Source: an optimization exercise on an open RTL-to-GDS flow (aim: small area and a short achievable clock period). Production flows keep margins and buffers that such runs may drop. No functional check of the RTL was part of any run shown here. The flow treats the clock pin as an ideal source. Dropping or thinning the clock tree relies on that and would not hold on a real chip. Power and IR drop assume default switching activity.

## flow/design.v (module list and top-level ports; edited modules follow where they fit)
// module booth_mult_top: 15 lines
// module booth_mult: 869 lines
// module mfa: 6 lines
// module mbenc: 7 lines
// module mbpp: 5 lines
// module mha: 6 lines
module booth_mult_top (
  input  wire        clk,
  input  wire [15:0] x,
  input  wire [15:0] y,
  output reg  [31:0] p
);
  // ...
==> flow/flow/run.sh <==
#!/bin/bash
# Standard ORFS layout (standard.sh) with these changes:
# - port buffers of the smallest buffer cell;
# - every combinational cell set to its smallest size before the
#   floorplan's timing repair sizes up what the clock period needs
#   (flow/downsize.tcl);
export BUFFER_PORTS_ARGS="-buffer_cell sky130_fd_sc_hd__buf_1"
export PRE_FLOORPLAN_TCL=$PWD/flow/downsize.tcl
export POST_CTS_TCL=$PWD/flow/skew3.tcl
export SKEW_STAGES="${SKEW_STAGES:-dlygate4sd1_1 dlygate4sd1_1 dlygate4sd1_1 dlygate4sd1_1 dlygate4sd1_1 dlygate4sd1_1 dlygate4sd1_1 dlygate4sd1_1}"
export SKEW_TAPBUF=${SKEW_TAPBUF:-clkbuf_8}
export SKEW_HOLD_MIN=${SKEW_HOLD_MIN:-0.05}
export SKEW_PAD_ALLOW=${SKEW_PAD_ALLOW:-1.0}
export SKEW_SLACK_GIVE=${SKEW_SLACK_GIVE:-0.05}
export SKEW_PAD_CELL=${SKEW_PAD_CELL:-dlygate4sd3_1}
export SKEW_REGS="${SKEW_REGS:-^p\\\\?\\[}"
bash standard.sh finish > standard.log 2>&1
==> flow/flow/downsize.tcl <==
# Set every combinational cell to the smallest-area cell of its footprint
# (same function); the flow's repair steps then size up what timing needs.
set n 0
foreach inst [get_cells *] {
  set lc [get_lib_cells -of_objects $inst]
  set name [get_name $lc]
  if {![regexp {^(sky130_fd_sc_hd__[a-z0-9]+)_[0-9]+$} $name -> base]} { continue }
  if {[regexp {df|dl|sdf|tap|conb|clkbuf_16|decap|fill} $base]} { continue }
  set best $name
  set best_area [get_property $lc area]
  foreach c [get_lib_cells ${base}_*] {
    set cn [get_name $c]
    if {![regexp "^${base}_\[0-9\]+\$" $cn]} { continue }
    if {[info exists ::env(DONT_USE_CELLS)] && [lsearch -exact $::env(DONT_USE_CELLS) $cn] >= 0} { continue }
    if {[regexp {lpflow|probe} $cn]} { continue }
    set a [get_property $c area]
    if {$a < $best_area} { set best $cn; set best_area $a }
  }
  if {$best ne $name} {
    replace_cell $inst [get_lib_cells $best]
    incr n
  }
}
puts "downsize: replaced $n cells"
==> flow/flow/skew3.tcl <==
set block [ord::get_db_block]
set db [ord::get_db]
set stage_cells $::env(SKEW_STAGES)
set tapbuf $::env(SKEW_TAPBUF)
set regs_re $::env(SKEW_REGS)
set hold_min $::env(SKEW_HOLD_MIN)
set pad_allow $::env(SKEW_PAD_ALLOW)
set pad_cell $::env(SKEW_PAD_CELL)

set clk_port [$block findBTerm clk]
set root_net [$clk_port getNet]

set sinks {}
set sx 0; set sy 0
foreach inst [$block getInsts] {
  if {[regexp $regs_re [$inst getName]]} {
    lappend sinks $inst
    set loc [$inst getLocation]
    set sx [expr {$sx + [lindex $loc 0]}]
    set sy [expr {$sy + [lindex $loc 1]}]
  }
}
set n [llength $sinks]
if {$n == 0} { error "skew: no registers match $regs_re" }
set cx [expr {$sx / $n}]; set cy [expr {$sy / $n}]
set pl [$clk_port getBBox]
set px [expr {([$pl xMin] + [$pl xMax]) / 2}]
set py [expr {([$pl yMin] + [$pl yMax]) / 2}]

proc new_cell {cell name x y in_net} {
  set block [ord::get_db_block]
  set master [[ord::get_db] findMaster sky130_fd_sc_hd__$cell]
  if {$master eq "NULL"} { error "skew: no master $cell" }
  set inst [odb::dbInst_create $block $master $name]
  $inst setLocation [expr {int($x)}] [expr {int($y)}]
  $inst setPlacementStatus PLACED
  [$inst findITerm A] connect $in_net
  set out [odb::dbNet_create $block ${name}_net]
  $out setSigType CLOCK
  [$inst findITerm X] connect $out
  return [list $inst $out]
}

if {[info exists ::env(SKEW_XYBUF)] && $::env(SKEW_XYBUF) ne ""} {
  set ox 0; set oy 0; set others {}
  foreach inst [$block getInsts] {
    if {[lsearch -exact $sinks $inst] >= 0} { continue }
    set ck [$inst findITerm CLK]
    if {$ck eq "NULL"} { continue }
    if {![regexp {df} [[$inst getMaster] getName]]} { continue }
    lappend others $inst
    set loc [$inst getLocation]
    set ox [expr {$ox + [lindex $loc 0]}]; set oy [expr {$oy + [lindex $loc 1]}]
  }
  set no [llength $others]
  lassign [new_cell $::env(SKEW_XYBUF) skew_xy [expr {$ox / $no}] [expr {$oy / $no}] $root_net] xyinst xynet
  foreach inst [concat $others $sinks] {
    set ck [$inst findITerm CLK]
    $ck disconnect
    $ck connect $xynet
  }
  puts "skew: $no registers and the $n product registers moved to one clock buffer"
}
# chain and taps; tap j hangs after j stages
set taps {}
set prev $root_net
set len [llength $stage_cells]
for {set j 0} {$j <= $len} {incr j} {
  if {$j > 0} {
    set f [expr {double($j) / ($len + 1)}]
    lassign [new_cell [lindex $stage_cells [expr {$j - 1}]] skew_dly_$j \
      [expr {$px + ($cx - $px) * $f}] [expr {$py + ($cy - $py) * $f}] $prev] inst prev
  }
  lassign [new_cell $tapbuf skew_tap_$j $cx $cy $prev] tinst tnet
  lappend taps [list $tinst $tnet]
}
detailed_placement
estimate_parasitics -placement

proc reg_slacks {inst} {
  set name [$inst getName]
  set d [get_pins -of_objects [get_cells $name] -filter "direction == input"]
  set dpin ""
  foreach p $d { if {[get_property $p lib_pin_name] eq "D"} { set dpin $p } }
  set qpin ""
  foreach p [get_pins -of_objects [get_cells $name] -filter "direction == output"] { set qpin $p }
  return [list [get_property $dpin slack_max] [get_property $dpin slack_min] [get_property $qpin slack_max]]
}

# slacks of every register at every tap (tap -1: the CTS tree)
array set S {}
foreach inst $sinks {
  set ck [$inst findITerm CLK]
  set orig [$ck getNet]
  set nm [$inst getName]
  set S($nm,nets) [list $orig]
  lassign [reg_slacks $inst] s h o
  set S($nm,vals) [list [list $s $h $o]]
  foreach t $taps {
    lassign $t tinst tnet
    $ck disconnect
    $ck connect $tnet
    estimate_parasitics -placement
    lappend S($nm,nets) $tnet
    lappend S($nm,vals) [list {*}[reg_slacks $inst]]
  }
  $ck disconnect
  $ck connect $orig
}
estimate_parasitics -placement
# the slack every register can reach (hold made up by pads within pad_allow)
set V 1e9
foreach inst $sinks {
  set nm [$inst getName]
  set b -1e9
  foreach v $S($nm,vals) {
    lassign $v s h o
    if {$h >= $hold_min - $pad_allow} { set b [expr {max($b, min($s, $o))}] }
  }
  set V [expr {min($V, $b)}]
}
set V [expr {$V - $::env(SKEW_SLACK_GIVE)}]
puts "skew: slack every register can reach: [format %.3f $V]"
# each register: the clock that balances its input and output slack best
# without pads, if that reaches V; else the one that reaches V with the
# most hold slack (the fewest pads)
foreach inst $sinks {
  set nm [$inst getName]
  set choice -1; set bv -1e9
  set i 0
  foreach v $S($nm,vals) {
    lassign $v s h o
    if {$h >= $hold_min && min($s, $o) > $bv + 0.005} { set bv [expr {min($s, $o)}]; set choice $i }
    incr i
  }
  if {$bv < $V} {
    set choice -1
    set bh -1e9; set i 0
    foreach v $S($nm,vals) {
      lassign $v s h o
      if {min($s, $o) >= $V && $h > $bh} { set bh $h; set choice $i }
      incr i
    }
  }
  if {$choice < 0} { set choice 0 }
  set ck [$inst findITerm CLK]
  $ck disconnect
  $ck connect [lindex $S($nm,nets) $choice]
  lassign [lindex $S($nm,vals) $choice] s h o
  puts "skew: $nm -> [expr {$choice == 0 ? "tree" : "tap [expr {$choice - 1}]"}] setup [format %.3f $s] out [format %.3f $o] hold [format %.3f $h]"
}
estimate_parasitics -placement
# make up missing hold slack on short paths: put a delay cell in front of the
# input pin, on the register's shortest path, that has the most setup slack
set ws [worst_slack -max]
puts "skew: worst setup slack after taps [format %.3f $ws]"
set npad 0
proc dpin_of {inst} {
  foreach p [get_pins -of_objects [get_cells [$inst getName]] -filter "direction == input"] {
    if {[get_property $p lib_pin_name] eq "D"} { return $p }
  }
}
set pad_master [$db findMaster sky130_fd_sc_hd__$pad_cell]
foreach inst $sinks {
  set dpin [dpin_of $inst]
  for {set it 0} {$it < 12} {incr it} {
    set h [get_property $dpin slack_min]
    if {$h >= $hold_min} { break }
    set path [lindex [find_timing_paths -path_delay min -to $dpin -group_path_count 1] 0]
    set cand ""; set cand_s -1e9
    foreach pt [get_property $path points] {
      set pin [get_property $pt pin]
      if {[get_property $pin direction] ne "input"} { continue }
      if {[get_property $pin is_clock]} { continue }
      set sm [get_property $pin slack_max]
      if {$sm > $cand_s + 0.05} { set cand $pin; set cand_s $sm }
    }
    if {$cand eq "" || $cand_s < $ws + 0.6} {
      puts "skew: [$inst getName] hold [format %.3f $h], no pin to pad"
      break
    }
    set iname [get_name [get_cells -of_objects $cand]]
    set pname [get_property $cand lib_pin_name]
    set oinst [$block findInst $iname]
    set it_ [$oinst findITerm $pname]
    set net [$it_ getNet]
    set pi [odb::dbInst_create $block $pad_master skew_pad_$npad]
    set loc [$oinst getLocation]
    $pi setLocation [lindex $loc 0] [lindex $loc 1]
    $pi setPlacementStatus PLACED
    set nn [odb::dbNet_create $block skew_pad_${npad}_net]
    $it_ disconnect
    [$pi findITerm A] connect $net
    [$pi findITerm X] connect $nn
    $it_ connect $nn
    incr npad
    estimate_parasitics -placement
    puts "skew: [$inst getName] hold [format %.3f $h]: pad before $iname/$pname (setup slack [format %.3f $cand_s])"
  }
}
puts "skew: $npad pad cells"
# drop unused taps and chain ends, clock buffers left without loads, and
# the dummy loads CTS hung on the tree it built
set changed 1
while {$changed} {
  set changed 0
  foreach inst [$block getInsts] {
    set mname [[$inst getMaster] getName]
    if {![regexp {clkbuf|dlygate|clkdlybuf|clkinv|bufinv|__inv_|__buf_} $mname]} { continue }
    set outs {}
    foreach it [$inst getITerms] {
      if {[$it isOutputSignal]} { lappend outs $it }
    }
    if {[llength $outs] != 1} { continue }
    set net [[lindex $outs 0] getNet]
    set dead 0
    if {$net eq "NULL"} {
      set dead 1
    } elseif {[llength [$net getITerms]] == 1 && [llength [$net getBTerms]] == 0} {
      set dead 1
    }
    if {!$dead} { continue }
    set onclk 0
    foreach it [$inst getITerms] {
      if {[$it isInputSignal] && [$it getNet] ne "NULL" && [[$it getNet] getSigType] eq "CLOCK"} { set onclk 1 }
    }
    if {!$onclk && ![string match skew_* [$inst getName]]} { continue }
    puts "skew: removing unloaded [$inst getName]"
    odb::dbInst_destroy $inst
    if {$net ne "NULL"} { odb::dbNet_destroy $net }
    set changed 1
  }
}
detailed_placement
estimate_parasitics -placement
report_worst_slack -max
report_worst_slack -min
repair_timing_helper
detailed_placement
check_placement -verbose
estimate_parasitics -placement
report_worst_slack -max
report_worst_slack -min
==> flow/standard.sh <==
#!/bin/bash
# synth_recipe.tcl (not shown) runs the flow's synth.tcl, then flattens the netlist and writes it again
# the make line also repeats each setting of config.mk as NAME=value (left out here)
make -C /OpenROAD-flow-scripts/flow DESIGN_CONFIG=/design/flow/config.mk WORK_HOME=/design/flow/orfs CLKGATE_MAP_FILE= SYNTH_SCRIPT=/design/flow/synth_recipe.tcl "${@:-finish}"
==> flow/config.mk <==
export PLATFORM = sky130hd
export DESIGN_NAME = booth_mult_top
export DESIGN_NICKNAME = booth_mult_top
export VERILOG_FILES = /design/flow/design.v
export SDC_FILE = /design/flow/constraint.sdc
export NUM_CORES = 4
export LEC_CHECK = 0
export CAP_MARGIN = 20
export CORE_MARGIN = 2
export CORE_UTILIZATION = 40
export CTS_BUF_LIST = sky130_fd_sc_hd__clkbuf_8
export SETUP_SLACK_MARGIN = 3
export SLEW_MARGIN = 20
export SYNTH_HIERARCHICAL = 1
==> flow/constraint.sdc <==
create_clock -name core_clock -period 8.5 [get_ports {clk}]
set_input_delay 1.7000 -clock core_clock [delete_from_list [all_inputs] [get_ports {clk}]]
set_output_delay 1.7000 -clock core_clock [all_outputs]
set_load 0.01 [all_outputs]
==> metrics.csv, run 1 <==
stage,metric,value,unit
global_route,grt_pass1_vias,6149,
worst_setup_path,crit_top_cell,fa_1,
route,via_count,5609,
worst_setup_path,critPathTopFamily,adder cells,
global_route,grt_util_met3,4.992,%
run_status,status,"complete, no violations",
cells_and_area,largestRegisters,"p: 32 flops, x_q: 16 flops, y_q: 16 flops",
cells_and_area,diodes,1,
cells_and_area,multi_input_cells,530,
timing,fmaxAchievable,241.4,MHz
global_route,grt_usage,23.18,%
cells_and_area,multi_input_area,5564,sq um
power,clkPwrFrac,8.3,%
worst_setup_path,worst_setup_path_start_kind,register,
die,die_area,18240,sq um
worst_setup_path,rr_endpoint,p[30],
power,powerSeq,503,uW
power,p_seq_share,13.2,%
power,finalPower,3.816,mW
cells_and_area,final_cell_mix,"xnor2_1, a22oi_1, fa_1",
placement,dpl_cell_area,7505,sq um
power,p_switching,1.848,mW
timing,rsz0062_at_grt,no,
global_route,top_usage_layer,met2,
die,fp.dieW,135.0,um
cells_and_area,final_area,8244,sq um
worst_setup_path,regToRegSetupSlack,4.36,ns
==> run 2: changes to the inputs <==
--- a/flow/config.mk
+++ b/flow/config.mk
@@ -8,7 +8,6 @@
 export CAP_MARGIN = 20
 export CORE_MARGIN = 2
 export CORE_UTILIZATION = 40
-export CTS_BUF_LIST = sky130_fd_sc_hd__clkbuf_8
 export SETUP_SLACK_MARGIN = 3
 export SLEW_MARGIN = 20
 export SYNTH_HIERARCHICAL = 1
==> metrics.csv, run 2 <==
stage,metric,value,unit,change
run_status,status,"complete, no violations",,
die,io_pins,65,,
cells_and_area,layout-drive-gt1-share,8.571,%,
global_route,antenna_found_initial,1,,
cells_and_area,final_cells,991,,
die,coreArea,16700,sq um,
worst_setup_path,regToRegSetupSlack,4.41,ns,+0.05 ns
global_route,overflow,0,,
power,powerDensity,466.5,nW/um^2,
route,wl_met2,9618,um,
timing,period_share,48.09,%,
route,drt_wl_total,19920,um,
global_route,grt_pass1_wl,32870,um,
yosys,syn_inst,640,,
die,num_rows,47,,
global_route,grt_usage,23.30,%,+0.12 points
die,die_area,18240,sq um,unchanged
worst_setup_path,worstSetupPathDepth,18,,
placement,gp_congestion,0.9016,,
cells_and_area,final_cell_mix,"xnor2_1, a22oi_1, fa_1",,
power,p_leak,3.221,nW,
cells_and_area,postLayoutCoreUtil,49.89,%,
cells_and_area,largestRegisters,"p: 32 flops, x_q: 16 flops, y_q: 16 flops",,
power,vdd_drop_max,0.0003153,V,
yosys,syn_nets,816,,
route,dr.first_iter.drc_count,407,,
worst_setup_path,worst_setup_path_start_kind,register,,
die,fp.dieW,135.0,um,unchanged
die,initial_core_util,41.13,%,
worst_setup_path,cp_slowest_stage_delay,0.53,ns,
timing,worst_slew_pin_slew,0.8802,ns,
route,drt-met1-wl,8046,um,
worst_setup_path,crit_required,10.14,ns,
placement,io_buffers,64,,
timing,slew_viol_final,0,,
timing,fin_skew,1.460,ns,
worst_setup_path,rr_endpoint,p[30],,
worst_setup_path,reg2reg_depth,18,,
worst_hold_path,hold_class,register to register,,
worst_setup_path,end_kind,register,,
cells_and_area,largest_reg_flops,32,,
worst_setup_path,startpoint,y_q[7],,
placement,dpl_cell_area,7505,sq um,unchanged
worst_setup_path,crit_end,p[30],,
global_route,grt_pass1_vias,6183,,+0.55%
worst_setup_path,crit_top_cell,fa_1,,
clock_network,cts_sinks,64,,
worst_setup_path,worstPathArrival,5.73,ns,
placement,dp_hpwl,13260,um,
route,avgViaCountPerCell,5.632,,
route,routedWlPerCell,20.10,um,
worst_setup_path,r2r-start,y_q[7],,
timing,setup_viol,0,,
worst_setup_path,path_cells,"buf_4, nand2_1, o22ai_2, buf_6, a22oi_1, xnor2_1, fa_1, fa_1, fa_1, fa_1, ha_1, a21oi_1, o21ai_0, a32oi_1, a21oi_1, o41ai_4, nor3_1, a311o_1",,
job,drv_cap,0,,
die,dieHeight,135.0,um,
worst_setup_path,path_max_fanout,23,,
clock_network,clk_pin_slew,0.07,ns,
timing,hold_viol_final,0,,
route,top_layer_used,met4,,
route,firstDrtPassIters,6,,
timing,tns,0,ns,
worst_setup_path,path_buf_inv,2,,
timing,fin_ws,4.412,ns,
worst_hold_path,min_from,y_q[15],,
yosys,ys_warn_count,7,,
worst_setup_path,critPathSlowestCell,fa_1,,
global_route,grt_start_max_net_pins,25,,
timing,rsz0062_at_grt,no,,
placement,post-place-ws,1.842,ns,
route,remaining_drc_errors,0,,
route,detail-route-antenna-nets,0,,
cells_and_area,final_area,8332,sq um,+1.1%
cells_and_area,layout.nets,948,,
clock_network,clk_latency,1.75,ns,
timing,slew_headroom,41.24,%,
worst_setup_path,critPathTopFamily,adder cells,,
worst_setup_path,critPathKind,register to register,,
route,via_count,5581,,-0.50%
timing,min_period,4.088,ns,
placement,dp_cells,929,,
cells_and_area,layout_commonest_cell,xnor2_1,,
timing,fmaxAchievable,244.6,MHz,+1.3%
cells_and_area,top_register,p,,
route,wl_met3,1314,um,
[run 2: power by group]
group | leakage (nW) | total (mW) | internal, mW | switching [mW]
combinational | 2.53 | 3.00 | 1.37 | 1.63
clock | 0.146 | 0.384 | 0.207 | 0.176
sequential | 0.540 | 0.503 | 0.455 | 0.0483
total | 3.22 | 3.89 | 2.03 | 1.86
[run 2: final cells by class, without the clock buffers]
class / instances / area (sq um)
diodes: 1 / 2.502
plain buffers: 28 / 296.5
fillers: 1557 / 8369
inverters: 37 / 138.9
multi-input cells: 530 / 5564
flip-flops and latches: 64 / 1287
well taps: 220 / 275.3
repair buffers: 105 / 616.8
[run 2: worst register-to-register path: cells and delay by family (launching register included)]
family          cells  cell delay [ns]
simple gates        2             0.22
compound gates      8             1.86
buf+inv             2             0.59
flops               1             0.30
xor+xnor            1             0.24
fa+ha+maj           5             2.20
[run 2: routing by layer]
layer,vias to the layer above,track usage [%]
li1,2521,-
met1,2780,28.37
met2,217,38.97
met3,63,5.631
met4,0,10.94
met5,-,0
[run 2: stage by stage]
stage	power [mW]	hold slack, ns
detailed placement	3.461	0.7843
global route	4.348	0.07057
finish	3.887	0.05697
floorplan	2.783	0.7473
global placement	3.402	0.7739
[run 2: worst min-delay path by stage]
stage               endpoint  slack, ns  depth (start not counted)
finish                 p[22]       0.06                          6
global route           p[31]       0.07                          6
floorplan               p[0]       0.75                          2
global placement        p[0]       0.77                          1
detailed placement      p[0]       0.78                          1
==> run 3: changes to the inputs <==
--- a/flow/config.mk
+++ b/flow/config.mk
@@ -8,6 +8,6 @@
 export CAP_MARGIN = 20
 export CORE_MARGIN = 2
 export CORE_UTILIZATION = 40
-export SETUP_SLACK_MARGIN = 3
+export SETUP_SLACK_MARGIN = 3.5
 export SLEW_MARGIN = 20
 export SYNTH_HIERARCHICAL = 1
==> metrics.csv, run 3 <==
stage,metric,value,unit,change
worst_setup_path,critPathKind,register to register,,
global_route,grt_usage,24.67,%,+1.4 points
yosys,ys_warn_count,7,,unchanged
power,p_switching,2.041,mW,+10%
cells_and_area,largest_reg_flops,32,,unchanged
cells_and_area,layout-drive-gt1-share,19.07,%,+10 points
cells_and_area,largestRegisters,"p: 32 flops, x_q: 16 flops, y_q: 16 flops",,
cells_and_area,final_cells,1035,,+4.4%
route,wl_met3,1781,um,+36%
global_route,grt_pass1_vias,6448,,+4.3%
route,firstDrtPassIters,5,,-1
worst_setup_path,path_buf_inv,2,,unchanged
route,drt-met1-wl,8145,um,+1.2%
clock_network,cts_sinks,64,,unchanged
yosys,syn_nets,816,,unchanged
worst_setup_path,path_max_fanout,5,,-78%
yosys,syn_inst,640,,unchanged
cells_and_area,postLayoutCoreUtil,54.64,%,+4.8 points
worst_setup_path,path_cells,"buf_12, nand2b_2, o22ai_4, buf_4, a22oi_1, xnor2_1, fa_1, fa_1, fa_1, fa_1, ha_1, nand3_1, nor3_2, a32oi_2, a21oi_2, o41ai_4, nor3_1, a311o_1",,
route,drt_wl_total,21250,um,+6.7%
placement,io_buffers,64,,unchanged
die,die_area,18240,sq um,unchanged
clock_network,clk_latency,1.50,ns,-0.25 ns
timing,fin_ws,4.519,ns,+0.1072 ns
route,avgViaCountPerCell,5.772,,+2.5%
worst_setup_path,worst_setup_path_start_kind,register,,
run_status,status,"complete, no violations",,
placement,dp_hpwl,12780,um,-3.6%
cells_and_area,final_area,9126,sq um,+9.5%
global_route,grt_start_max_net_pins,25,,unchanged
route,detail-route-antenna-nets,0,,unchanged
route,via_count,5974,,+7.0%
route,remaining_drc_errors,0,,unchanged
route,wl_met2,10460,um,+8.8%
route,routedWlPerCell,20.53,um,+2.1%
die,dieHeight,135.0,um,unchanged
worst_setup_path,cp_slowest_stage_delay,0.55,ns,+0.02 ns
global_route,antenna_found_initial,4,,+3
worst_setup_path,regToRegSetupSlack,4.52,ns,+0.11 ns
worst_setup_path,critPathTopFamily,adder cells,,
die,coreArea,16700,sq um,unchanged
worst_setup_path,crit_required,9.89,ns,-0.25 ns
clock_network,clk_pin_slew,0.12,ns,+0.05 ns
worst_setup_path,r2r-start,y_q[9],,
placement,gp_congestion,0.8611,,-4.5%
timing,slew_headroom,44.41,%,+3.2 points
cells_and_area,layout.nets,991,,+4.5%
power,vdd_drop_max,0.0003517,V,+12%
placement,post-place-ws,2.414,ns,+0.5713 ns
power,swShare,46.11,%,-1.6 points
power,clkPwrFrac,8.8,%,-1.1 points
route,dr.first_iter.drc_count,471,,+16%
cells_and_area,top_register,p,,
timing,setup_viol,0,,unchanged
timing,fmaxAchievable,251.2,MHz,+2.7%
die,initial_core_util,41.13,%,unchanged
timing,hold_viol_final,0,,unchanged
timing,tns,0,ns,unchanged
worst_hold_path,hold_path_end,p[27],,
timing,period_share,46.83,%,-1.3 points
worst_setup_path,critPathSlowestCell,fa_1,,
timing,worst_slew_pin_slew,0.8328,ns,-0.04743 ns
cells_and_area,final_cell_mix,"xnor2_1, a22oi_1, fa_1",,
worst_setup_path,crit_top_cell,fa_1,,
worst_hold_path,hold_class,register to register,,
die,io_pins,65,,unchanged
worst_setup_path,worstPathArrival,5.37,ns,-0.36 ns
power,p_seq_share,11.4,%,-1.5 points
worst_hold_path,min_from,y_q[13],,
global_route,overflow,0,,unchanged
worst_setup_path,reg2reg_depth,18,,unchanged
worst_hold_path,min_path_cells,6,,unchanged
die,fp.dieW,135.0,um,unchanged
placement,dpl_cell_area,7545,sq um,+0.53%
die,num_rows,47,,unchanged
power,p_comb_share,79.8,%,+2.6 points
route,top_layer_used,met5,,
cells_and_area,layout_commonest_cell,xnor2_1,,
power,p_int,2.385,mW,+17%
timing,fin_skew,1.204,ns,-0.2568 ns
timing,min_period,3.981,ns,-0.1072 ns
placement,dp_cells,922,,-0.75%
power,powerDensity,485.0,nW/um^2,+4.0%
timing,rsz0062_at_grt,no,,
job,drv_cap,0,,unchanged
worst_setup_path,rr_endpoint,p[30],,
timing,slew_viol_final,0,,unchanged
worst_setup_path,end_kind,register,,
power,p_leak,3.557,nW,+10%
global_route,grt_pass1_wl,34560,um,+5.1%
## run 3: cell count changes in the layout (fill, tap and decap cells not counted), moves of 5 or more
cell and change:
buf_4 +40, fa_1 -5, bufbuf_16 +5, dfxtp_1 -9, ha_4 +7, dlygate4sd3_1 -9, buf_12 +5, fa_2 +5
ha_1 -7, o22ai_4 +5, dfxtp_2 +6
## run 3: final cells by class, without the clock buffers
class | count | area (sq um)
Timing Repair Buffer | 157 | 1210
Fill cell | 1467 | 7575
Antenna cell | 2 | 5.005
Buffer | 17 | 183.9
Multi-Input combinational cell | 531 | 5832
Tap cell | 220 | 275.3
Sequential cell | 64 | 1306
Inverter | 37 | 138.9
## run 3: worst min-delay path: cells and delay by family (launching register included)
| kind | cells | cell delay [ns] |
|---|---|---|
| buffers and inverters | 2 | 0.38 |
| XOR/XNOR | 2 | 0.18 |
| adder cells (fa/ha/maj) | 2 | 0.32 |
| flip-flops | 1 | 0.36 |
## run 3: how the worst max path moves through the flow
stage / startpoint / endpoint / slack [ns] / depth (start not counted)
after floorplan: y_q[11] / p[30] / 3.51 / 16
after global placement: y_q[7] / p[30] / 2.31 / 16
after detailed placement: y_q[7] / p[30] / 2.41 / 16
after global routing: y_q[3] / p[30] / 4.39 / 19
final: y_q[9] / p[30] / 4.52 / 18
## run 3: layer usage
| layer | vias to the layer above | global-route usage (%) |
|---|---|---|
| li1 | 2625 | - |
| met1 | 2979 | 29.91 |
| met2 | 298 | 41.57 |
| met3 | 70 | 5.968 |
| met4 | 2 | 11.28 |
| met5 | - | 0 |
## run 3: metrics by stage
step                total power [mW]  hold slack [ns]
finish                         4.426           0.1077
global route                   4.902           0.1627
detailed placement             3.449           0.6888
global placement               3.400           0.6664
floorplan                      2.797           0.6996
## run 3: power by group through the flow
stage,combinational [mW],clock [mW],sequential [mW]
2_1_floorplan,2.26,0,0.542
3_3_place_gp,2.89,0,0.512
3_5_place_dp,2.94,0,0.512
5_1_grt,3.98,0.408,0.514
6_report,3.53,0.389,0.506

-- what the ideal ports hide --
How much do the figures lean on ideal ports? The routed layouts below were timed once more, with nothing changed but the port constraints.
Step 1 sets driving cells, clkbuf_16 on the clock port and buf_2 on the other inputs (assumed; they add their load-dependent delay and slew).
Step 2, shift: input delay + t, output delay - t, t = (earliest + latest rising clock arrival at the registers) / 2. This alone moves slack from input paths to output paths.
a / b / c = ideal ports / drivers / drivers and shift; a / b = the first two.
run	t (ns)	slack for setup (ns)	latest minus earliest clock arrival (ns)	cell pins on the clock port's net
run 1	0.961	4.358 / 4.358 / 4.358	1.583 / 1.583	3
run 2	0.992	4.412 / 4.412 / 4.412	1.621 / 1.620	3
run 3	0.866	4.519 / 4.519 / 4.519	1.371 / 1.370	3
Clock arrivals are far apart in every run listed, so t is only a midpoint there and step 2 fits no single register.
